From an optimization exercise on the open Yosys and OpenROAD flow, aimed at small area; shortcuts taken in it are not production practice.
RTL that was checked went through simulation tests only; none was proved equivalent to the original.
No driver is modelled on the clock port, so clock power and skew are understated where the tree is cut down; a real chip needs a root buffer or a tree.
Power figures rest on the tool's default switching activity, not on a simulated workload.

==> module KEY_INPUT, before the edit <==
module KEY_INPUT(
	input  logic            clk,
	input  logic            rst_n,
	input  logic            KEY0,
	input  logic            KEY3,
	input  logic            KEY4,
	input  logic            SW1,
	input  logic            SW2,
	input  logic            SW3,
	input  logic            SW4,
	output logic [3:0][5:0] aq,    
	output logic [3:0]      ar,
	output logic [5:0]      dq,
	output logic            dr);
	localparam logic [1:0] NONE = 2'd0, UP = 2'd2, DOWN = 2'd3, PRESET = 2'd1;
	logic [3:0][1:0] op;
	logic [3:0]      f;
	logic [3:0][5:0] bq;
	logic [3:0]      br;
	logic [3:0][1:0] dl;
	always_comb
		for (int j = 0; j < 4; j++) begin
			aq[j] = (dl[j] == PRESET) ? ((j == 2) ? 6'd33 : 6'd3) : bq[j];
			ar[j] = (dl[j] == PRESET) | br[j];
		end
	logic [3:0] sel;
	assign sel[0] = rst_n & SW1 & ~SW2 & ~SW3 & ~SW4;
	assign sel[1] = rst_n & ~SW1 & SW2 & ~SW3 & ~SW4;
	assign sel[2] = rst_n & ~SW1 & ~SW2 & SW3 & ~SW4;
	assign sel[3] = rst_n & ~SW1 & ~SW2 & ~SW3 & SW4;
	wire any = |sel;
	wire keys_up = KEY0 & KEY3 & KEY4;
	logic [5:0] sbq;
	logic       sbr, sf;
	logic [1:0] sop, sdl;
	always_comb begin
		sbq = '0; sbr = 1'b0; sop = '0; sdl = '0; sf = 1'b0;
		for (int j = 0; j < 4; j++)
			if (sel[j]) begin
				sbq = sbq | bq[j];
				sbr = sbr | br[j];
				sop = sop | op[j];
				sdl = sdl | dl[j];
				sf  = sf  | f[j];
			end
	end
	wire [5:0] presetq = sel[2] ? 6'd33 : 6'd3;    
	wire [5:0] sq = (sdl == PRESET) ? presetq : sbq;
	wire       sr = (sdl == PRESET) | sbr;
	wire pend = (sop != NONE);
	wire commit = keys_up & pend;
	wire [5:0] vq = (sdl == UP) ? sbq - 6'd1 : (sdl == DOWN) ? sbq + 6'd1 : sbq;
	wire [5:0] nq = (sop == DOWN) ? sq - 6'd1 : sq + 6'd1;
	logic [1:0] nop;
	always_comb begin
		if (keys_up)
			nop = NONE;
		else if (pend)
			nop = sop;
		else if (!KEY0)
			nop = ({1'b0, sq} + {6'd0, sr} <= 7'd59) ? UP : NONE;
		else if (!KEY3)
			nop = (sq != 6'd0) ? DOWN : NONE;
		else
			nop = (sq == presetq && sr) ? NONE : PRESET;
	end
	wire       wb_en = commit | sf;
	wire [6:0] wb = (commit && sop != PRESET) ? {nq, sr} : {sq, sr};
	wire [1:0] wdl = commit ? sop : NONE;
	wire [1:0] wop = nop & {2{rst_n}};
	wire       wf = ~commit;
	always_ff @(posedge clk)
		for (int j = 0; j < 4; j++) begin
			if (!rst_n || (sel[j] && wb_en)) begin
				{bq[j], br[j]} <= wb;
				dl[j] <= wdl;
			end
			if (!rst_n || sel[j]) begin
				op[j] <= wop;
				f[j] <= wf;
			end
		end
	always_ff @(posedge clk)
		if (!rst_n || any)
			{dq, dr} <= {vq, sbr};
endmodule
Settings: LEC_CHECK=0, ABC_AREA=1, CAP_MARGIN=0, CORE_MARGIN=2, CORE_UTILIZATION=65, GPL_TIMING_DRIVEN=0, SLEW_MARGIN=0; clock period 20.0 ns.
standard.sh (not shown) runs the stock make flow with config.mk's settings and CLKGATE_MAP_FILE= SYNTH_SCRIPT=/design/flow/synth_recipe.tcl, a recipe that flattens the netlist after the stock synthesis.
==> flow/flow/run.sh <==
#!/bin/bash
# Own layout flow: the standard synthesis, its combinational logic re-mapped
# with a stronger ABC script (registers untouched), then the standard ORFS
# layout with smaller port buffers and a small hand-built clock tree.  Each tool logs to its own file.
set -euo pipefail
HERE=$(pwd)
RES=$HERE/orfs/results/sky130hd/servo_ctrl_top/base
LIB=$FLOW_HOME/platforms/sky130hd/lib/sky130_fd_sc_hd__tt_025C_1v80.lib

# 1. standard synthesis, unchanged
bash standard.sh synth > synth_std.log 2>&1
cp $RES/1_2_yosys.v $HERE/std_synth.v

# 2. re-map the combinational logic: ABC's deepsyn from eight random seeds,
# four at a time; the smallest result is kept
mkdir -p $HERE/resyn
python3 flow/libfuncs.py $LIB > $HERE/resyn/comb_cells.v
python3 flow/ffstubs.py $LIB > $HERE/resyn/ff_stubs.v
DU=$(grep -o -- "-dont_use [A-Za-z0-9_]*" orfs/logs/sky130hd/servo_ctrl_top/base/1_2_yosys.log | sort -u | tr '\n' ' ')
for BATCH in "0 1 2 3" "4 5 6 7"; do
  for S in $BATCH; do
    sed "s/@SEED@/$S/" flow/resyn.abc > $HERE/resyn/seed$S.abc
    RESYN_DIR=$HERE/resyn RESYN_IN=$HERE/std_synth.v RESYN_OUT=$HERE/resyn/resyn$S.v \
      RESYN_TOP=$FLOW_TOP RESYN_ABC=$HERE/resyn/seed$S.abc RESYN_LIB=$LIB RESYN_DONT_USE="$DU" \
      timeout 900 yosys -c flow/resyn.tcl > resyn$S.log 2>&1 &
  done
  wait || true
done
BEST=""
BEST_AREA=""
for S in 0 1 2 3 4 5 6 7; do
  if [[ -s $HERE/resyn/resyn$S.v && -s $HERE/resyn/resyn$S.v.stat ]]; then
    A=$(grep "Chip area" $HERE/resyn/resyn$S.v.stat | awk '{print $NF}')
    echo "seed $S: area $A" >> resyn.log
    if [[ -z "$BEST" ]] || awk "BEGIN{exit !($A < $BEST_AREA)}"; then BEST=$S; BEST_AREA=$A; fi
  fi
done
if [[ -n "$BEST" ]]; then
  echo "using seed $BEST" >> resyn.log
  cp $HERE/resyn/resyn$BEST.v $RES/1_2_yosys.v
  rm -f $RES/1_synth.odb $RES/1_synth.sdc
else
  echo "resynthesis failed, keeping the standard netlist" >> resyn.log
fi

# 3. layout; the clock tree is built by flow/clock_tree.tcl (a PRE_CTS hook):
# the clock port drives four clock buffers, each driving the registers of one
# quarter of the placement
export MANUAL_CTS_NET=clk MANUAL_CTS_GROUPS=4 \
  MANUAL_CTS_BUF=sky130_fd_sc_hd__clkbuf_16 MANUAL_CTS_ROOT=
bash standard.sh \
  "BUFFER_PORTS_ARGS=-buffer_cell sky130_fd_sc_hd__buf_1" \
  "PRE_CTS_TCL=$HERE/flow/clock_tree.tcl" \
  finish > layout.log 2>&1
Other scripts of this flow, unchanged in this note and not shown: flow/flow/clock_tree.tcl, flow/flow/ffstubs.py, flow/flow/libfuncs.py, flow/flow/resyn.abc, flow/flow/resyn.tcl
Then changed:
--- a/flow/design.v
+++ b/flow/design.v
@@ -28,27 +28,27 @@
 	assign sel[1] = rst_n & ~SW1 & SW2 & ~SW3 & ~SW4;
 	assign sel[2] = rst_n & ~SW1 & ~SW2 & SW3 & ~SW4;
 	assign sel[3] = rst_n & ~SW1 & ~SW2 & ~SW3 & SW4;
 	wire any = |sel;
 	wire keys_up = KEY0 & KEY3 & KEY4;
-	logic [5:0] sbq;
-	logic       sbr, sf;
+	logic [5:0] sbq, sq;
+	logic       sbr, sr, sf;
 	logic [1:0] sop, sdl;
 	always_comb begin
-		sbq = '0; sbr = 1'b0; sop = '0; sdl = '0; sf = 1'b0;
+		sbq = '0; sbr = 1'b0; sq = '0; sr = 1'b0; sop = '0; sdl = '0; sf = 1'b0;
 		for (int j = 0; j < 4; j++)
 			if (sel[j]) begin
 				sbq = sbq | bq[j];
 				sbr = sbr | br[j];
+				sq  = sq  | aq[j];
+				sr  = sr  | ar[j];
 				sop = sop | op[j];
 				sdl = sdl | dl[j];
 				sf  = sf  | f[j];
 			end
 	end
 	wire [5:0] presetq = sel[2] ? 6'd33 : 6'd3;    
-	wire [5:0] sq = (sdl == PRESET) ? presetq : sbq;
-	wire       sr = (sdl == PRESET) | sbr;
 	wire pend = (sop != NONE);
 	wire commit = keys_up & pend;
 	wire [5:0] vq = (sdl == UP) ? sbq - 6'd1 : (sdl == DOWN) ? sbq + 6'd1 : sbq;
 	wire [5:0] nq = (sop == DOWN) ? sq - 6'd1 : sq + 6'd1;
 	logic [1:0] nop;
- first-iteration DRC count shrinks by 24%
- utilization falls by 1.5 points
- wire length barely changes
- design area rose by 2.2%
- power hardly moves
- hold slack is better by 7.4 ps
- cell count rises by 2.2%
- fmax increases by 2.7%
- global-route usage stays flat
- worst setup slack is better by 210 ps
- die area rises by 1.6%
- register-to-register slack got worse by 170 ps
No run of this note takes its clock network from TritonCTS; it comes from the design's own scripts or RTL.

========
servo_ctrl_top again, from the RTL that the note above started with.
export LEC_CHECK = 0
export ABC_AREA = 1
export CAP_MARGIN = 0
export CORE_MARGIN = 2
export CORE_UTILIZATION = 70
export GPL_TIMING_DRIVEN = 0
export SLEW_MARGIN = 0
create_clock -name core_clock -period 20.0 [get_ports {clk}]
==> flow/flow/run.sh <==
#!/bin/bash
# Own layout flow: the standard synthesis, its combinational logic re-mapped
# with a stronger ABC script (registers untouched), then the standard ORFS
# layout with smaller port buffers and a small hand-built clock tree.  Each tool logs to its own file.
set -euo pipefail
HERE=$(pwd)
RES=$HERE/orfs/results/sky130hd/servo_ctrl_top/base
LIB=$FLOW_HOME/platforms/sky130hd/lib/sky130_fd_sc_hd__tt_025C_1v80.lib

# 1. standard synthesis, unchanged
bash standard.sh synth > synth_std.log 2>&1
cp $RES/1_2_yosys.v $HERE/std_synth.v

# 2. re-map the combinational logic: ABC's deepsyn from twelve random seeds,
# four at a time; the smallest result is kept
mkdir -p $HERE/resyn
python3 flow/libfuncs.py $LIB > $HERE/resyn/comb_cells.v
python3 flow/ffstubs.py $LIB > $HERE/resyn/ff_stubs.v
DU=$(grep -o -- "-dont_use [A-Za-z0-9_]*" orfs/logs/sky130hd/servo_ctrl_top/base/1_2_yosys.log | sort -u | tr '\n' ' ')
for BATCH in "0 1 2 3" "4 5 6 7" "8 9 10 11"; do
  for S in $BATCH; do
    sed "s/@SEED@/$S/" flow/resyn.abc > $HERE/resyn/seed$S.abc
    RESYN_DIR=$HERE/resyn RESYN_IN=$HERE/std_synth.v RESYN_OUT=$HERE/resyn/resyn$S.v \
      RESYN_TOP=$FLOW_TOP RESYN_ABC=$HERE/resyn/seed$S.abc RESYN_LIB=$LIB RESYN_DONT_USE="$DU" \
      timeout 900 yosys -c flow/resyn.tcl > resyn$S.log 2>&1 &
  done
  wait || true
done
BEST=""
BEST_AREA=""
for S in 0 1 2 3 4 5 6 7 8 9 10 11; do
  if [[ -s $HERE/resyn/resyn$S.v && -s $HERE/resyn/resyn$S.v.stat ]]; then
    A=$(grep "Chip area" $HERE/resyn/resyn$S.v.stat | awk '{print $NF}')
    echo "seed $S: area $A" >> resyn.log
    if [[ -z "$BEST" ]] || awk "BEGIN{exit !($A < $BEST_AREA)}"; then BEST=$S; BEST_AREA=$A; fi
  fi
done
if [[ -n "$BEST" ]]; then
  echo "using seed $BEST" >> resyn.log
  cp $HERE/resyn/resyn$BEST.v $RES/1_2_yosys.v
  rm -f $RES/1_synth.odb $RES/1_synth.sdc
else
  echo "resynthesis failed, keeping the standard netlist" >> resyn.log
fi

# 3. layout; the clock tree is built by flow/clock_tree.tcl (a PRE_CTS hook):
# the clock port drives four clock buffers, each driving the registers of one
# quarter of the placement
export MANUAL_CTS_NET=clk MANUAL_CTS_GROUPS=4 \
  MANUAL_CTS_BUF=sky130_fd_sc_hd__clkbuf_16 MANUAL_CTS_ROOT=
bash standard.sh \
  "BUFFER_PORTS_ARGS=-buffer_cell sky130_fd_sc_hd__buf_1" \
  "PRE_CTS_TCL=$HERE/flow/clock_tree.tcl" \
  finish > layout.log 2>&1
Other scripts of this flow, unchanged in this note and not shown: flow/flow/clock_tree.tcl, flow/flow/ffstubs.py, flow/flow/libfuncs.py, flow/flow/resyn.abc, flow/flow/resyn.tcl
The first run completed with no timing, DRC or antenna violations.
Edit:
--- a/flow/design.v
+++ b/flow/design.v
@@ -11,9 +11,9 @@
 	output logic [3:0][5:0] aq,    
 	output logic [3:0]      ar,
 	output logic [5:0]      dq,
 	output logic            dr);
-	localparam logic [1:0] NONE = 2'd0, UP = 2'd2, DOWN = 2'd3, PRESET = 2'd1;
+	localparam logic [1:0] NONE = 2'd0, UP = 2'd3, DOWN = 2'd1, PRESET = 2'd2;
 	logic [3:0][1:0] op;
 	logic [3:0]      f;
 	logic [3:0][5:0] bq;
 	logic [3:0]      br;
What happened: The new run passed the timing, design-rule and antenna checks. Final cell count stays flat. Sequential share of layout area is about the same. Wire length stays flat. Power fell slightly. Synthesized area rises slightly. Die area went up slightly. Global-route usage went down by 0.30 points. Flip-flop and latch count is unchanged. Setup slack loses 0.13 ns. Core utilization drops by 0.48 points. Worst hold slack degrades by 0.0083 ns. Sequential power is about the same.
Only the layout flow was run in the second run of this note; the RTL was not checked for function there. No run of this note takes its clock network from TritonCTS; it comes from the design's own scripts or RTL.

-- separate check: timing with driven ports --
In the flow no input, the clock included, has a driving cell. The finished layouts below were timed again as built, in two steps. Step 1 assumes that a clkbuf_16 drives the clock port and a buf_2 every other input. Step 2 times the ports against the registers' clock, not the clock port: input delays grow and output delays shrink by t, the midpoint of the rising clock arrivals with the driver on. Three values: no drivers, after step 1, after step 2; two values: the first two.
run | t, ns | setup slack, ns | worst register clock-pin slew, ns | worst slew at a driven data input, ns
the first run of note 1 | 0.239 | 11.989 / 12.043 / 11.804 | 0.10 / 0.10 | 0.04
the second run of note 1 | 0.237 | 12.202 / 12.255 / 12.017 | 0.10 / 0.10 | 0.03
the first run of note 2 | 0.240 | 11.767 / 11.826 / 11.586 | 0.10 / 0.10 | 0.03
the second run of note 2 | 0.236 | 11.638 / 11.694 / 11.457 | 0.10 / 0.10 | 0.03
After both steps every run listed still meets setup and hold.
